This is an optimization exercise on Yosys and OpenROAD, whose aim is small area and a short achievable clock period, not a production implementation. Only simulation tests tie the RTL to the original design; equivalence was not proved.

==> flow/design.v, too long to show whole: its modules and the start of the top module <==
// module floatMult: 22 lines
// module mul24: 2285 lines
// module fa: 6 lines
// module addPrep: 56 lines
// module floatAdd: 51 lines
// module addc25: 20 lines
// module carry25: 44 lines
// module expSub: 19 lines
// module carry8: 32 lines
// module lzc24: 36 lines
// module processingElement: 81 lines
module processingElement (
    clk,
    reset,
    floatA,
    floatB,
    result
);
  // ...
==> flow/flow/run.sh <==
#!/bin/bash
# The standard layout (standard.sh: the standard flow's synthesis and ORFS flow, unchanged scripts) with
# two settings passed to ORFS's make:
#  - SETUP_SLACK_MARGIN: repair_timing aims for this much setup slack, so it sizes and buffers
#    the design's paths well beyond the 24 ns the SDC asks for (the SDC itself is unchanged);
#  - BUFFER_PORTS_ARGS: the port buffers that buffer_ports inserts on every input and output
#    are buf_4 cells instead of the delay cell it picks by default.
set -euo pipefail
bash standard.sh SETUP_SLACK_MARGIN=12 "BUFFER_PORTS_ARGS=-buffer_cell sky130_fd_sc_hd__buf_4" finish > standard_flow.log 2>&1
==> flow/standard.sh <==
#!/bin/bash
# synth_recipe.tcl (not shown) runs the flow's synth.tcl, then flattens the netlist and writes it again
# the make line also repeats each setting of config.mk as NAME=value (left out here)
make -C /OpenROAD-flow-scripts/flow DESIGN_CONFIG=/design/flow/config.mk WORK_HOME=/design/flow/orfs CLKGATE_MAP_FILE= SYNTH_SCRIPT=/design/flow/synth_recipe.tcl "${@:-finish}"
==> flow/config.mk <==
export PLATFORM = sky130hd
export DESIGN_NAME = processingElement
export DESIGN_NICKNAME = processingElement
export VERILOG_FILES = /design/flow/design.v
export SDC_FILE = /design/flow/constraint.sdc
export NUM_CORES = 4
export LEC_CHECK = 0
export ABC_AREA = 1
export CAP_MARGIN = 60
export CORE_MARGIN = 2
export CORE_UTILIZATION = 40
export SLEW_MARGIN = 60
export SYNTH_HIERARCHICAL = 1
==> flow/constraint.sdc <==
create_clock -name core_clock -period 24.0 [get_ports {clk}]
set_input_delay 4.8000 -clock core_clock [delete_from_list [all_inputs] [get_ports {clk}]]
set_output_delay 4.8000 -clock core_clock [all_outputs]
set_load 0.01 [all_outputs]
==> key figures, run 1 <==
Outcome
  – Status: timing/DRC/antenna clean

Cells and area
  – Reg area: 0.00148 mm²
  – Footprint of the multi-input gates: 0.0218 mm²
  – Repair and plain buffers: 164
  – Fill cells: 6641
  – Fraction of area in multi-input gates: 77.9%

Timing
  – Period utilization: 48.6%
  – Worst slew margin: 59.8%
  – Unrepaired setup endpoints after global routing: true
  – Pins Over Slew Limit: 0
  – Final setup margin: 12.34 ns

Clock tree
  – Resized cells post-CTS: 14
  – Root Buffer: clkbuf_16
  – Post-CTS Hold Fix Bufs: 0

Yosys
  – Cell variety after synth: 61
  – Post-Synth Simple-Gate Area: 27.1%
  – Synth Area in Compound Gates: 12.7%
  – Most frequent cell after synthesis: nand2_1
  – Synth Area per Inst: 6.81 µm²

Place
  – Final GP Congestion: 0.968

Worst setup path
  – Reg2reg end: shift[2]$_DFF_P_
  – Worst reg2reg path startpoint: shift[1]$_DFF_P_
  – Crit Path Max Fanout: 24
  – Crit path max-delay family: adder cells

Routing
  – Top Metal Used: met4
  – Met3 routed WL: 6.55 mm

Global route
  – Global-route wire length before repair: 139 mm

Die
  – Die ar.: 0.0660 mm²

Worst hold path
  – Hold crit path type: flop to flop
==> module floatMult, before the edit <==
module floatMult (
    floatA,
    floatB,
    sign,
    expSum,
    fraction,
    zero
);
    input [31:0] floatA, floatB;
    output sign;
    output [7:0] expSum;
    output [24:0] fraction;
    output zero;
    mul24 MUL (
        .a({1'b1, floatA[22:0]}),
        .b({1'b1, floatB[22:0]}),
        .p(fraction)
    );
    assign zero   = (floatA == 32'd0) || (floatB == 32'd0);
    assign sign   = floatA[31] ^ floatB[31];
    assign expSum = floatA[30:23] + floatB[30:23];
endmodule
==> module floatAdd, before the edit <==
module floatAdd (
    sL,
    eL,
    mL,
    sS,
    mS,
    shift,
    sub,
    d0,
    pass,
    passIfZero,
    sum
);
    input sL, sS, sub, d0, pass, passIfZero;
    input [7:0] eL;
    input [22:0] mL, mS;
    input [4:0] shift;
    output [31:0] sum;
    wire [24:0] x = {2'b01, mL};
    wire [24:0] y = {1'b0, 1'b1, mS} >> shift;
    wire [24:0] q = sub ? ~y : y;
    wire [24:0] s0, s1;
    addc25 ADD (
        .a (x),
        .b (q),
        .s0(s0),
        .s1(s1)
    );
    wire        neg = sub & s1[24];
    wire [24:0] v = ~sub ? s0 : (s1[24] ? ~s0 : s1);
    wire        sgn = neg ? sS : sL;
    wire        isZero = sub & d0 & (s1 == 25'd0);
    wire [4:0] lz;
    lzc24 LZC (
        .d (v[23:0]),
        .lz(lz)
    );
    wire [23:0] vn = v[23:0] << lz;
    wire [ 7:0] eN;
    expSub EXPSUB (
        .e(eL),
        .z(lz),
        .d(eN)
    );
    wire [ 7:0] eC = eL + 8'd1;
    wire passNow = pass | (passIfZero & (mS == 23'd0));
    assign sum = passNow ? {sL, eL, mL} :
                 isZero ? 32'd0 :
                 v[24] ? {sgn, eC, v[23:1]} :
                 {sgn, eN, vn[22:0]};
endmodule
==> module processingElement, before the edit <==
module processingElement (
    clk,
    reset,
    floatA,
    floatB,
    result
);
    input clk, reset;
    input [31:0] floatA, floatB;
    output [31:0] result;
    wire        pSign, pZero;
    wire [ 7:0] pExpSum;
    wire [24:0] pFrac;
    floatMult FM (
        .floatA  (floatA),
        .floatB  (floatB),
        .sign    (pSign),
        .expSum  (pExpSum),
        .fraction(pFrac),
        .zero    (pZero)
    );
    wire        nSL, nSS, nSub, nD0, nPass, nPassIfZero;
    wire [ 7:0] nEL;
    wire [22:0] nML, nMS;
    wire [ 4:0] nShift;
    addPrep PREP (
        .pSign     (pSign),
        .pExpSum   (pExpSum),
        .pFrac     (pFrac),
        .pZero     (pZero),
        .acc       (result),
        .sL        (nSL),
        .eL        (nEL),
        .mL        (nML),
        .sS        (nSS),
        .mS        (nMS),
        .shift     (nShift),
        .sub       (nSub),
        .d0        (nD0),
        .pass      (nPass),
        .passIfZero(nPassIfZero)
    );
    reg        sL, sS, sub, d0, pass, passIfZero;
    reg [ 7:0] eL;
    reg [22:0] mL, mS;
    reg [ 4:0] shift;
    always @(posedge clk or posedge reset) begin
        if (reset == 1'b1) begin
            sL   <= 1'b0;
            eL   <= 8'd0;
            mL   <= 23'd0;
            pass <= 1'b1;
        end else begin
            sL   <= nSL;
            eL   <= nEL;
            mL   <= nML;
            pass <= nPass;
        end
    end
    always @(posedge clk) begin
        sS         <= nSS;
        mS         <= nMS;
        shift      <= nShift;
        sub        <= nSub;
        d0         <= nD0;
        passIfZero <= nPassIfZero;
    end
    floatAdd FADD (
        .sL        (sL),
        .eL        (eL),
        .mL        (mL),
        .sS        (sS),
        .mS        (mS),
        .shift     (shift),
        .sub       (sub),
        .d0        (d0),
        .pass      (pass),
        .passIfZero(passIfZero),
        .sum       (result)
    );
endmodule
==> run 2: changes to the inputs <==
--- a/flow/design.v
+++ b/flow/design.v
@@ -1,28 +1,31 @@
 module floatMult (
     floatA,
     floatB,
-    sign,
-    expSum,
-    fraction,
-    zero
+    acc,
+    sL,
+    eL,
+    mL,
+    sS,
+    mS,
+    shift,
+    sub,
+    d0,
+    pass,
+    passIfZero
 );
     input [31:0] floatA, floatB;
-    output sign;
-    output [7:0] expSum;
-    output [24:0] fraction;
-    output zero;
-    mul24 MUL (
-        .a({1'b1, floatA[22:0]}),
-        .b({1'b1, floatB[22:0]}),
-        .p(fraction)
-    );
-    assign zero   = (floatA == 32'd0) || (floatB == 32'd0);
-    assign sign   = floatA[31] ^ floatB[31];
-    assign expSum = floatA[30:23] + floatB[30:23];
-endmodule
-module mul24 (a, b, p);
-    input [23:0] a, b;
-    output [24:0] p;
+    input [31:0] acc;
+    output sL, sS, sub, d0, pass, passIfZero;
+    output [7:0] eL;
+    output [22:0] mL, mS;
+    output [4:0] shift;
+    wire [23:0] a = {1'b1, floatA[22:0]};
+    wire [23:0] b = {1'b1, floatB[22:0]};
+    wire [24:0] p;
+    wire [24:0] pFrac = p;
+    wire        pZero   = (floatA == 32'd0) || (floatB == 32'd0);
+    wire        pSign   = floatA[31] ^ floatB[31];
+    wire [ 7:0] pExpSum = floatA[30:23] + floatB[30:23];
     wire one1;
     wire two2;
     wire neg3;
@@ -2304,38 +2307,6 @@
     assign p[22] = p1101 ^ g1278;
     assign p[23] = p1103 ^ g1234;
     assign p[24] = p1105 ^ g1280;
-endmodule
-module fa (a, b, c, s, co);
-    input a, b, c;
-    output s, co;
-    assign s  = a ^ b ^ c;
-    assign co = (a & b) | (a & c) | (b & c);
-endmodule
-module addPrep (
-    pSign,
-    pExpSum,
-    pFrac,
-    pZero,
-    acc,
-    sL,
-    eL,
-    mL,
-    sS,
-    mS,
-    shift,
-    sub,
-    d0,
-    pass,
-    passIfZero
-);
-    input pSign, pZero;
-    input [7:0] pExpSum;
-    input [24:0] pFrac;
-    input [31:0] acc;
-    output sL, sS, sub, d0, pass, passIfZero;
-    output [7:0] eL;
-    output [22:0] mL, mS;
-    output [4:0] shift;
     wire        hi = pFrac[24];
     wire [22:0] pMant = hi ? pFrac[23:1] : pFrac[22:0];
     wire [ 7:0] pExp0 = pExpSum + 8'd129;
@@ -2367,6 +2338,12 @@
     assign pass  = pZero | accZero;
     assign passIfZero = ~pSign & (hi ? (pExp1 == 8'd0) : (pExp0 == 8'd0));
 endmodule
+module fa (a, b, c, s, co);
+    input a, b, c;
+    output s, co;
+    assign s  = a ^ b ^ c;
+    assign co = (a & b) | (a & c) | (b & c);
+endmodule
 module floatAdd (
     sL,
     eL,
@@ -2388,29 +2365,61 @@
     wire [24:0] x = {2'b01, mL};
     wire [24:0] y = {1'b0, 1'b1, mS} >> shift;
     wire [24:0] q = sub ? ~y : y;
-    wire [24:0] s0, s1;
-    addc25 ADD (
-        .a (x),
-        .b (q),
-        .s0(s0),
-        .s1(s1)
+    wire [24:0] ap = x ^ q;
+    wire [24:0] ag = x & q;
+    wire [24:0] ac0, ac1;
+    carry25 CARRY (
+        .g (ag),
+        .p (ap),
+        .c0(ac0),
+        .c1(ac1)
     );
+    wire [24:0] s0 = ap ^ ac0;
+    wire [24:0] s1 = ap ^ ac1;
     wire        neg = sub & s1[24];
     wire [24:0] v = ~sub ? s0 : (s1[24] ? ~s0 : s1);
     wire        sgn = neg ? sS : sL;
     wire        isZero = sub & d0 & (s1 == 25'd0);
-    wire [4:0] lz;
-    lzc24 LZC (
-        .d (v[23:0]),
-        .lz(lz)
-    );
+    wire [31:0] zx = {v[23:0], 8'hff};
+    wire [15:0] zv1;
+    wire [15:0] zp1;
+    wire [ 7:0] zv2;
+    wire [15:0] zp2;
+    wire [ 3:0] zv3;
+    wire [11:0] zp3;
+    wire [ 1:0] zv4;
+    wire [ 7:0] zp4;
+    genvar i;
+    generate
+        for (i = 0; i < 16; i = i + 1) begin : l1
+            assign zv1[i] = zx[2*i+1] | zx[2*i];
+            assign zp1[i] = ~zx[2*i+1];
+        end
+        for (i = 0; i < 8; i = i + 1) begin : l2
+            assign zv2[i] = zv1[2*i+1] | zv1[2*i];
+            assign zp2[2*i+1:2*i] = zv1[2*i+1] ? {1'b0, zp1[2*i+1]} : {1'b1, zp1[2*i]};
+        end
+        for (i = 0; i < 4; i = i + 1) begin : l3
+            assign zv3[i] = zv2[2*i+1] | zv2[2*i];
+            assign zp3[3*i+2:3*i] = zv2[2*i+1] ? {1'b0, zp2[4*i+3:4*i+2]} : {1'b1, zp2[4*i+1:4*i]};
+        end
+        for (i = 0; i < 2; i = i + 1) begin : l4
+            assign zv4[i] = zv3[2*i+1] | zv3[2*i];
+            assign zp4[4*i+3:4*i] = zv3[2*i+1] ? {1'b0, zp3[6*i+5:6*i+3]} : {1'b1, zp3[6*i+2:6*i]};
+        end
+    endgenerate
+    wire [4:0] lz = zv4[1] ? {1'b0, zp4[7:4]} : {1'b1, zp4[3:0]};
     wire [23:0] vn = v[23:0] << lz;
-    wire [ 7:0] eN;
-    expSub EXPSUB (
-        .e(eL),
-        .z(lz),
-        .d(eN)
+    wire [7:0] ey = ~{3'b000, lz};
+    wire [7:0] ep = eL ^ ey;
+    wire [7:0] eg = eL & ey;
+    wire [7:0] ec;
+    carry8 ECARRY (
+        .g(eg),
+        .p(ep),
+        .c(ec)
     );
+    wire [7:0] eN = ep ^ ec;
     wire [ 7:0] eC = eL + 8'd1;
     wire passNow = pass | (passIfZero & (mS == 23'd0));
     assign sum = passNow ? {sL, eL, mL} :
@@ -2418,26 +2427,6 @@
                  v[24] ? {sgn, eC, v[23:1]} :
                  {sgn, eN, vn[22:0]};
 endmodule
-module addc25 (
-    a,
-    b,
-    s0,
-    s1
-);
-    input [24:0] a, b;
-    output [24:0] s0, s1;
-    wire [24:0] p = a ^ b;
-    wire [24:0] g = a & b;
-    wire [24:0] c0, c1;
-    carry25 CARRY (
-        .g (g),
-        .p (p),
-        .c0(c0),
-        .c1(c1)
-    );
-    assign s0 = p ^ c0;
-    assign s1 = p ^ c1;
-endmodule
 module carry25 (
     g,
     p,
@@ -2482,25 +2471,6 @@
     assign c0 = {gAll[W-2:0], 1'b0};
     assign c1 = {gAll[W-2:0] | pAll[W-2:0], 1'b1};
 endmodule
-module expSub (
-    e,
-    z,
-    d
-);
-    input [7:0] e;
-    input [4:0] z;
-    output [7:0] d;
-    wire [7:0] y = ~{3'b000, z};
-    wire [7:0] p = e ^ y;
-    wire [7:0] g = e & y;
-    wire [7:0] c;
-    carry8 CARRY (
-        .g(g),
-        .p(p),
-        .c(c)
-    );
-    assign d = p ^ c;
-endmodule
 module carry8 (
     g,
     p,
@@ -2533,42 +2503,6 @@
     assign g3[7] = g2[7] | (p2[7] & g2[3]);
     assign c = {g3[6:0], 1'b1};
 endmodule
-module lzc24 (
-    d,
-    lz
-);
-    input [23:0] d;
-    output [4:0] lz;
-    wire [31:0] x = {d, 8'hff};
-    wire [15:0] v1;
-    wire [15:0] p1;
-    wire [7:0] v2;
-    wire [15:0] p2;
-    wire [3:0] v3;
-    wire [11:0] p3;
-    wire [1:0] v4;
-    wire [7:0] p4;
-    genvar i;
-    generate
-        for (i = 0; i < 16; i = i + 1) begin : l1
-            assign v1[i] = x[2*i+1] | x[2*i];
-            assign p1[i] = ~x[2*i+1];
-        end
-        for (i = 0; i < 8; i = i + 1) begin : l2
-            assign v2[i] = v1[2*i+1] | v1[2*i];
-            assign p2[2*i+1:2*i] = v1[2*i+1] ? {1'b0, p1[2*i+1]} : {1'b1, p1[2*i]};
-        end
-        for (i = 0; i < 4; i = i + 1) begin : l3
-            assign v3[i] = v2[2*i+1] | v2[2*i];
-            assign p3[3*i+2:3*i] = v2[2*i+1] ? {1'b0, p2[4*i+3:4*i+2]} : {1'b1, p2[4*i+1:4*i]};
-        end
-        for (i = 0; i < 2; i = i + 1) begin : l4
-            assign v4[i] = v3[2*i+1] | v3[2*i];
-            assign p4[4*i+3:4*i] = v3[2*i+1] ? {1'b0, p3[6*i+5:6*i+3]} : {1'b1, p3[6*i+2:6*i]};
-        end
-    endgenerate
-    assign lz = v4[1] ? {1'b0, p4[7:4]} : {1'b1, p4[3:0]};
-endmodule
 module processingElement (
     clk,
     reset,
@@ -2579,26 +2513,13 @@
     input clk, reset;
     input [31:0] floatA, floatB;
     output [31:0] result;
-    wire        pSign, pZero;
-    wire [ 7:0] pExpSum;
-    wire [24:0] pFrac;
-    floatMult FM (
-        .floatA  (floatA),
-        .floatB  (floatB),
-        .sign    (pSign),
-        .expSum  (pExpSum),
-        .fraction(pFrac),
-        .zero    (pZero)
-    );
     wire        nSL, nSS, nSub, nD0, nPass, nPassIfZero;
     wire [ 7:0] nEL;
     wire [22:0] nML, nMS;
     wire [ 4:0] nShift;
-    addPrep PREP (
-        .pSign     (pSign),
-        .pExpSum   (pExpSum),
-        .pFrac     (pFrac),
-        .pZero     (pZero),
+    floatMult FM (
+        .floatA    (floatA),
+        .floatB    (floatB),
         .acc       (result),
         .sL        (nSL),
         .eL        (nEL),
==> run 2 against run 1 <==
  * Area after synthesis decreased by 4.8%
  * Via count decreased by 8.1%
  * Clock skew about the same
  * Worst hold slack lost 0.015 ns
  * Wire length fell by 7.3%
  * Setup slack lost 0.036 ns
  * Die area shrank 4.7%
  * Critical endpoint is now mL[12]$_DFF_PP0_
==> key figures, run 2 <==
Cells and area
  – Reg area: 0.00148 mm² (unchanged)
  – Most common cell after layout, fill and taps aside: nand2_1
  – Fill cells: 6134 (-7.6%)
  – N_diodes: 0
  – Biggest regs: mL: 23 flops, mS: 23 flops, eL: 8 flops
  – Commonest cells after routing, fill and taps aside: nand2_1, xor2_1, fa_1, inv_1, o22ai_1
  – Layout Cells excl Fill: 4074
  – Share of layout cells above drive strength 1: 14.5%
  – Nets: 3796
  – Synthesis-to-layout area growth: 11.5%
  – Final Cell Area: 0.0271 mm²
  – Footprint of the multi-input gates: 0.0212 mm² (-2.4%)

Global route
  – Global-route wire length before repair: 126 mm (-9.0%)
  – All-Layer GR Usage: 25.5%
  – Initial antenna violation count: 0
  – Total gr overflow: 0
  – Vias in the first global route: 22000
  – Largest net degree at the start of global routing: 58

Clock tree
  – Post-CTS Hold Fix Bufs: 0 (unchanged)
  – Clock slew at reported path FFs: 0.06 ns
  – CTS tree: yes
  – Clock Latency Late Sink: 0.34 ns
  – Longest Clk Path Bufs: 2
  – Root Buffer: clkbuf_16
  – CTS sink count: 65
  – CTS Buf Count: 9
  – CTS H-tree lvls: 3

Worst setup path
  – Slowest stage cell, crit path: fa_1
  – CP Capture Type: flop
  – Critical path startpoint category: input port
  – WP data required: 24.22 ns
  – Cell repeated most along the worst path: nand2_1
  – WS Path Type: input port to flop
  – Critical Path AT: 11.91 ns
  – CP max stage delay: 0.55 ns
  – Crit Path Max Fanout: 28 (+17%)

Die
  – Die height: 251 µm
  – Core ar.: 0.0602 mm²
  – FP Rows: 90
  – Io pins: 98
  – Die width: 251 µm
  – Die ar.: 0.0629 mm² (-4.7%)
  – Initial core utilization: 40.4%

Yosys
  – Ys Warns: 8
  – Cells after synthesis: 3257
  – Synth Area per Inst: 7.48 µm² (+9.8%)
  – Synthesized area: 0.0244 mm²

Place
  – Detailed placement HPWL: 61.5 mm
  – # port buffers: 97
  – Final GP Congestion: 0.975 (+0.75%)
  – Placed cell area: 0.0256 mm²
  – Post-placement cell count: 4013

Timing
  – Unrepaired setup endpoints after global routing: false
  – Setup Skew: 0.00677 ns
  – Worst slew margin: 60.1% (+0.32 points)
  – Pins Over Slew Limit: 0 (unchanged)
  – Min Clock Period, post-route: 11.69 ns
  – Final Hold Viols: 0
  – Period utilization: 48.7% (+0.15 points)
  – Max frequency: 0.0855 GHz
  – Worst Hold Slack: 0.731 ns
  – Endpoints failing setup: 0
  – Slew of the pin with the lowest slew margin: 0.597 ns
  – Post-route setup TNS: 0 ns

Worst hold path
  – Hold crit path type: flop to flop

Routing
  – Total Routed Length: 82.7 mm
  – Wire per inst: 20.3 µm
  – Initial drt markers: 2255
  – Vias/cell: 5.65
  – First-pass DRT Iterations: 6
  – Drc violations: 0
  – Antenna-violating nets left: 0
  – Vias: 23000

Flow run
  – Maxcap violations: 0

Outcome
  – Status: timing/DRC/antenna clean
-- run 2: routing by layer --
layer / wire, µm / global-route usage [%] / vias to the layer above
li1: - / - / 10700
met1: 35100 / 35.5 / 11000
met2: 38300 / 41.0 / 1159
met3: 7120 / 3.81 / 124
met4: 2160 / 7.32 / 0
met5: 0 / 0 / -
-- run 2: path summary, 6_finish.rpt --
check / from / endpoint / slack, ns / cells past startpoint
worst max-delay path: floatB[9] / mL[12]$_DFF_PP0_ / 12.31 / 37
worst min-delay path: sS$_DFF_P_ / sS$_DFF_P_ / 0.73 / 4
min in group asynchronous: reset / eL[7]$_DFF_PP0_ / 4.56 / 3
max in group asynchronous: reset / pass$_DFF_PP1_ / 19.09 / 3
worst max register to register: shift[0]$_DFF_P_ / mL[12]$_DFF_PP0_ / 15.33 / 54
worst min register to register: sS$_DFF_P_ / sS$_DFF_P_ / 0.73 / 4
-- run 2: worst max-delay path, delay by kind of cell --
family / cells / cell delay, ns
compound gates: 2 / 0.19
fa+ha+maj: 7 / 3.05
simple gates: 18 / 2.50
xor+xnor: 1 / 0.18
buf+inv: 9 / 1.19
-- run 2: what timing repair did --
item                                   in CTS  in global routing
pin swaps                                   9                 35
setup buffers                               9                 26
endpoints found under the hold margin       0                  0
gates resized for setup                    45                162
gates cloned                                3                  6
setup endpoints to repair                  88                 93
-- run 2: area by class of cell --
type / count / share of cell area [%]
clock inverters: 7 / 0.258
multi-input cells: 2666 / 78.2
repair inverters: 1 / 0.0415
clock buffers: 9 / 0.830
well taps: 782 / 3.60
repair buffers: 176 / 5.82
flip-flops and latches: 65 / 5.45
inverters: 368 / 5.77
-- run 2: per-stage QoR --
step / utilization, % / setup slack, ns
3_5_place_dp: 42.6 / 10.81
2_1_floorplan: - / 12.54
4_1_cts: 43.5 / 12.00
5_1_grt: 45.1 / 11.92
3_3_place_gp: 42.2 / 9.90
6_report: 45.1 / 12.31
==> run 3: changes to the inputs <==
==> flow/run.sh (new file) <==
#!/bin/bash
# synth_recipe.tcl (not shown) runs the flow's synth.tcl, then flattens the netlist and writes it again
# the make line also repeats each setting of config.mk as NAME=value (left out here)
make -C /OpenROAD-flow-scripts/flow DESIGN_CONFIG=/design/flow/config.mk WORK_HOME=/design/flow/orfs CLKGATE_MAP_FILE= SYNTH_SCRIPT=/design/flow/synth_recipe.tcl finish
--- a/flow/config.mk
+++ b/flow/config.mk
@@ -6,8 +6,9 @@
 export NUM_CORES = 4
 export LEC_CHECK = 0
 export ABC_AREA = 1
-export CAP_MARGIN = 60
+export CAP_MARGIN = 80
 export CORE_MARGIN = 2
 export CORE_UTILIZATION = 40
-export SLEW_MARGIN = 60
+export SETUP_SLACK_MARGIN = 5
+export SLEW_MARGIN = 80
 export SYNTH_HIERARCHICAL = 1
removed: flow/flow/run.sh
removed: flow/standard.sh
==> run 3 against run 2 <==
  * Critical endpoint is now result[28]
  * Global-route usage down 0.098 points
  * Non-clock buffer count up 1
  * Fmax down 11%
  * Setup slack worse by 1.4 ns
==> key figures, run 3 <==
Outcome
  – Status: timing/DRC/antenna clean

Yosys
  – Synthesized area: 0.0244 mm² (unchanged)
  – Cells after synthesis: 3257 (unchanged)
  – Ys Warns: 8 (unchanged)
  – Synth Area per Inst: 7.48 µm² (unchanged)

Die
  – Io pins: 98 (unchanged)
  – FP Rows: 90 (unchanged)
  – Core ar.: 0.0602 mm² (unchanged)
  – Initial core utilization: 40.4% (unchanged)
  – Die ar.: 0.0629 mm² (unchanged)
  – Die width: 251 µm (unchanged)
  – Die height: 251 µm (unchanged)

Timing
  – Min Clock Period, post-route: 13.12 ns (+1.43 ns)
  – Period utilization: 54.7% (+5.9 points)
  – Post-route setup TNS: 0 ns (unchanged)
  – Final setup margin: 10.88 ns (-1.43 ns)
  – Pins Over Slew Limit: 0 (unchanged)
  – Endpoints failing setup: 0 (unchanged)
  – Final Hold Viols: 0 (unchanged)
  – Max frequency: 0.0762 GHz (-11%)
  – Unrepaired setup endpoints after global routing: false
  – Setup Skew: 0.00438 ns (-0.00239 ns)

Flow run
  – Maxcap violations: 0 (unchanged)

Global route
  – Global-route wire length before repair: 126 mm (-0.29%)
  – Vias in the first global route: 22200 (+1.0%)
  – Initial antenna violation count: 0 (unchanged)
  – All-Layer GR Usage: 25.4% (-0.098 points)
  – Largest net degree at the start of global routing: 57 (-1.7%)
  – Total gr overflow: 0 (unchanged)

Clock tree
  – CTS Buf Count: 9 (unchanged)
  – Longest Clk Path Bufs: 2 (unchanged)
  – Clock slew at reported path FFs: 0.05 ns (about the same)
  – Post-CTS Hold Fix Bufs: 0 (unchanged)
  – Clock Latency Late Sink: 0.33 ns (about the same)
  – Resized cells post-CTS: 0 (-100%)
  – CTS tree: yes
  – Root Buffer: clkbuf_16
  – CTS H-tree lvls: 3 (unchanged)
  – CTS sink count: 65 (unchanged)
  – Postcts setup bufs: 0 (-9)

Routing
  – Metal2 WL: 36.3 mm (-5.3%)
  – Vias/cell: 5.54 (-1.8%)
  – First-pass DRT Iterations: 6 (unchanged)
  – Total Routed Length: 80.3 mm (-3.0%)
  – Antenna-violating nets left: 0 (unchanged)
  – Vias: 22600 (-1.8%)
  – Metal1 wirelength: 34.4 mm (-2.2%)
  – Top Metal Used: met4
  – Drc violations: 0 (unchanged)
  – Met3 routed WL: 6.70 mm (-5.9%)
  – Wire per inst: 19.7 µm (-2.9%)
  – Initial drt markers: 2123 (-5.9%)

Place
  – # port buffers: 97 (unchanged)
  – Post-placement cell count: 4052 (+0.97%)
  – Pre-CTS WS: 11.14 ns (+0.324 ns)
  – Detailed placement HPWL: 62.8 mm (+2.0%)
  – Final GP Congestion: 0.973 (-0.26%)

Worst setup path
  – CP Capture Type: primary output
  – Critical Path AT: 8.32 ns (-3.59 ns)
  – Worst reg2reg path startpoint: shift[0]$_DFF_P_
  – Crit Path Max Fanout: 36 (+29%)
  – Critical Path Source: shift[0]$_DFF_P_
  – Cell repeated most along the worst path: nand2_1
  – WS Path Type: flop to primary output
  – Slowest stage cell, crit path: clkdlybuf4s50_1
  – WP data required: 19.20 ns (-5.02 ns)
  – Critical path startpoint category: flop
  – CP max stage delay: 0.58 ns (+0.03 ns)

Cells and area
  – Commonest cells after routing, fill and taps aside: nand2_1, fa_1, xor2_1, inv_1, o22ai_1
  – Fill cells: 6067 (-1.1%)
  – Synthesis-to-layout area growth: 12.4%
  – Nets: 3794 (-0.053%)
  – N_diodes: 0 (unchanged)
  – Biggest regs: mL: 23 flops, mS: 23 flops, eL: 8 flops
  – Most common cell after layout, fill and taps aside: nand2_1
  – Post-route core utilization: 45.4% (+0.38 points)
  – Share of layout cells above drive strength 1: 11.3% (-3.2 points)
  – Layout Cells excl Fill: 4072 (-0.049%)

Worst hold path
  – Hold crit path type: flop to flop
  – Hold Crit Start: sS$_DFF_P_
[run 3: cell types whose count changed in the layout (fill, tap and decap cells not counted), moves of 15 or more]
cell and delta:
o22ai_2 -18, o21ai_0 -27, buf_2 +23, o21ai_1 +25, inv_6 +18, o22ai_1 +15, clkdlybuf4s50_1 +87, buf_4 -132
[run 3: area by class of cell]
cell class | count | area, µm² | area share (%)
Inverter | 368 | 1660 | 6.05
Timing Repair Buffer | 177 | 1680 | 6.14
Clock inverter | 6 | 81.3 | 0.297
Tap cell | 782 | 978 | 3.57
Clock buffer | 10 | 229 | 0.836
Multi-Input combinational cell | 2664 | 21300 | 77.7
Sequential cell | 65 | 1480 | 5.41
[run 3: worst max-delay path: cells and delay by family, from the launching register on]
| kind | cells | cell delay, ns |
|---|---|---|
| compound gates | 5 | 0.79 |
| simple gates | 23 | 2.76 |
| buf+inv | 13 | 2.55 |
| flops | 1 | 0.33 |
| mux | 1 | 0.27 |
| xor+xnor | 2 | 0.29 |
| fa+ha+maj | 3 | 0.97 |
[run 3: worst paths after layout]
| path | to | slack (ns) | cells past startpoint |
|---|---|---|---|
| max | result[28] | 10.88 | 47 |
| min reg2reg | sub$_DFF_P_ | 0.83 | 4 |
| min in group asynchronous | eL[1]$_DFF_PP0_ | 4.75 | 3 |
| min | sub$_DFF_P_ | 0.83 | 4 |
| max in group asynchronous | pass$_DFF_PP1_ | 18.84 | 4 |
| max reg2reg | mL[4]$_DFF_PP0_ | 13.98 | 63 |
[run 3: metrics by stage]
step	area, µm²	hold slack, ns
2_1_floorplan	24500	0.703
3_3_place_gp	25700	0.816
3_5_place_dp	26800	0.798
4_1_cts	27100	0.815
5_1_grt	27400	0.850
6_report	27400	0.835
[run 3: per-layer routing]
| metal | GRT usage [%] | vias up |
|---|---|---|
| li1 | - | 10700 |
| met1 | 34.6 | 10700 |
| met2 | 40.5 | 1027 |
| met3 | 4.31 | 160 |
| met4 | 9.10 | 0 |
| met5 | 0 | - |

[re-timing with driven ports]
How much do the figures lean on ideal ports? The routed layouts below were timed once more, with nothing changed but the port constraints.
Step 1, drivers: a clkbuf_16 drives clk and a buf_2 each remaining input, both assumed.
Step 2, shift: input delay + t, output delay - t, t = (earliest + latest rising clock arrival at the registers) / 2. This alone moves slack from input paths to output paths.
Three values: ideal, step 1, step 2; two values: the first two.
run	t (ns)	setup WS [ns]	worst setup path after step 2
run 1	0.387	12.344 / 12.368 / 11.982	input to register
run 2	0.387	12.308 / 12.269 / 11.952	input to register
run 3	0.372	10.882 / 10.833 / 11.205	register to output
After both steps every run listed still meets setup and hold. The setup slack of run 1, which loses most, moves by +0.024 ns with the drivers and by -0.362 ns with both steps.
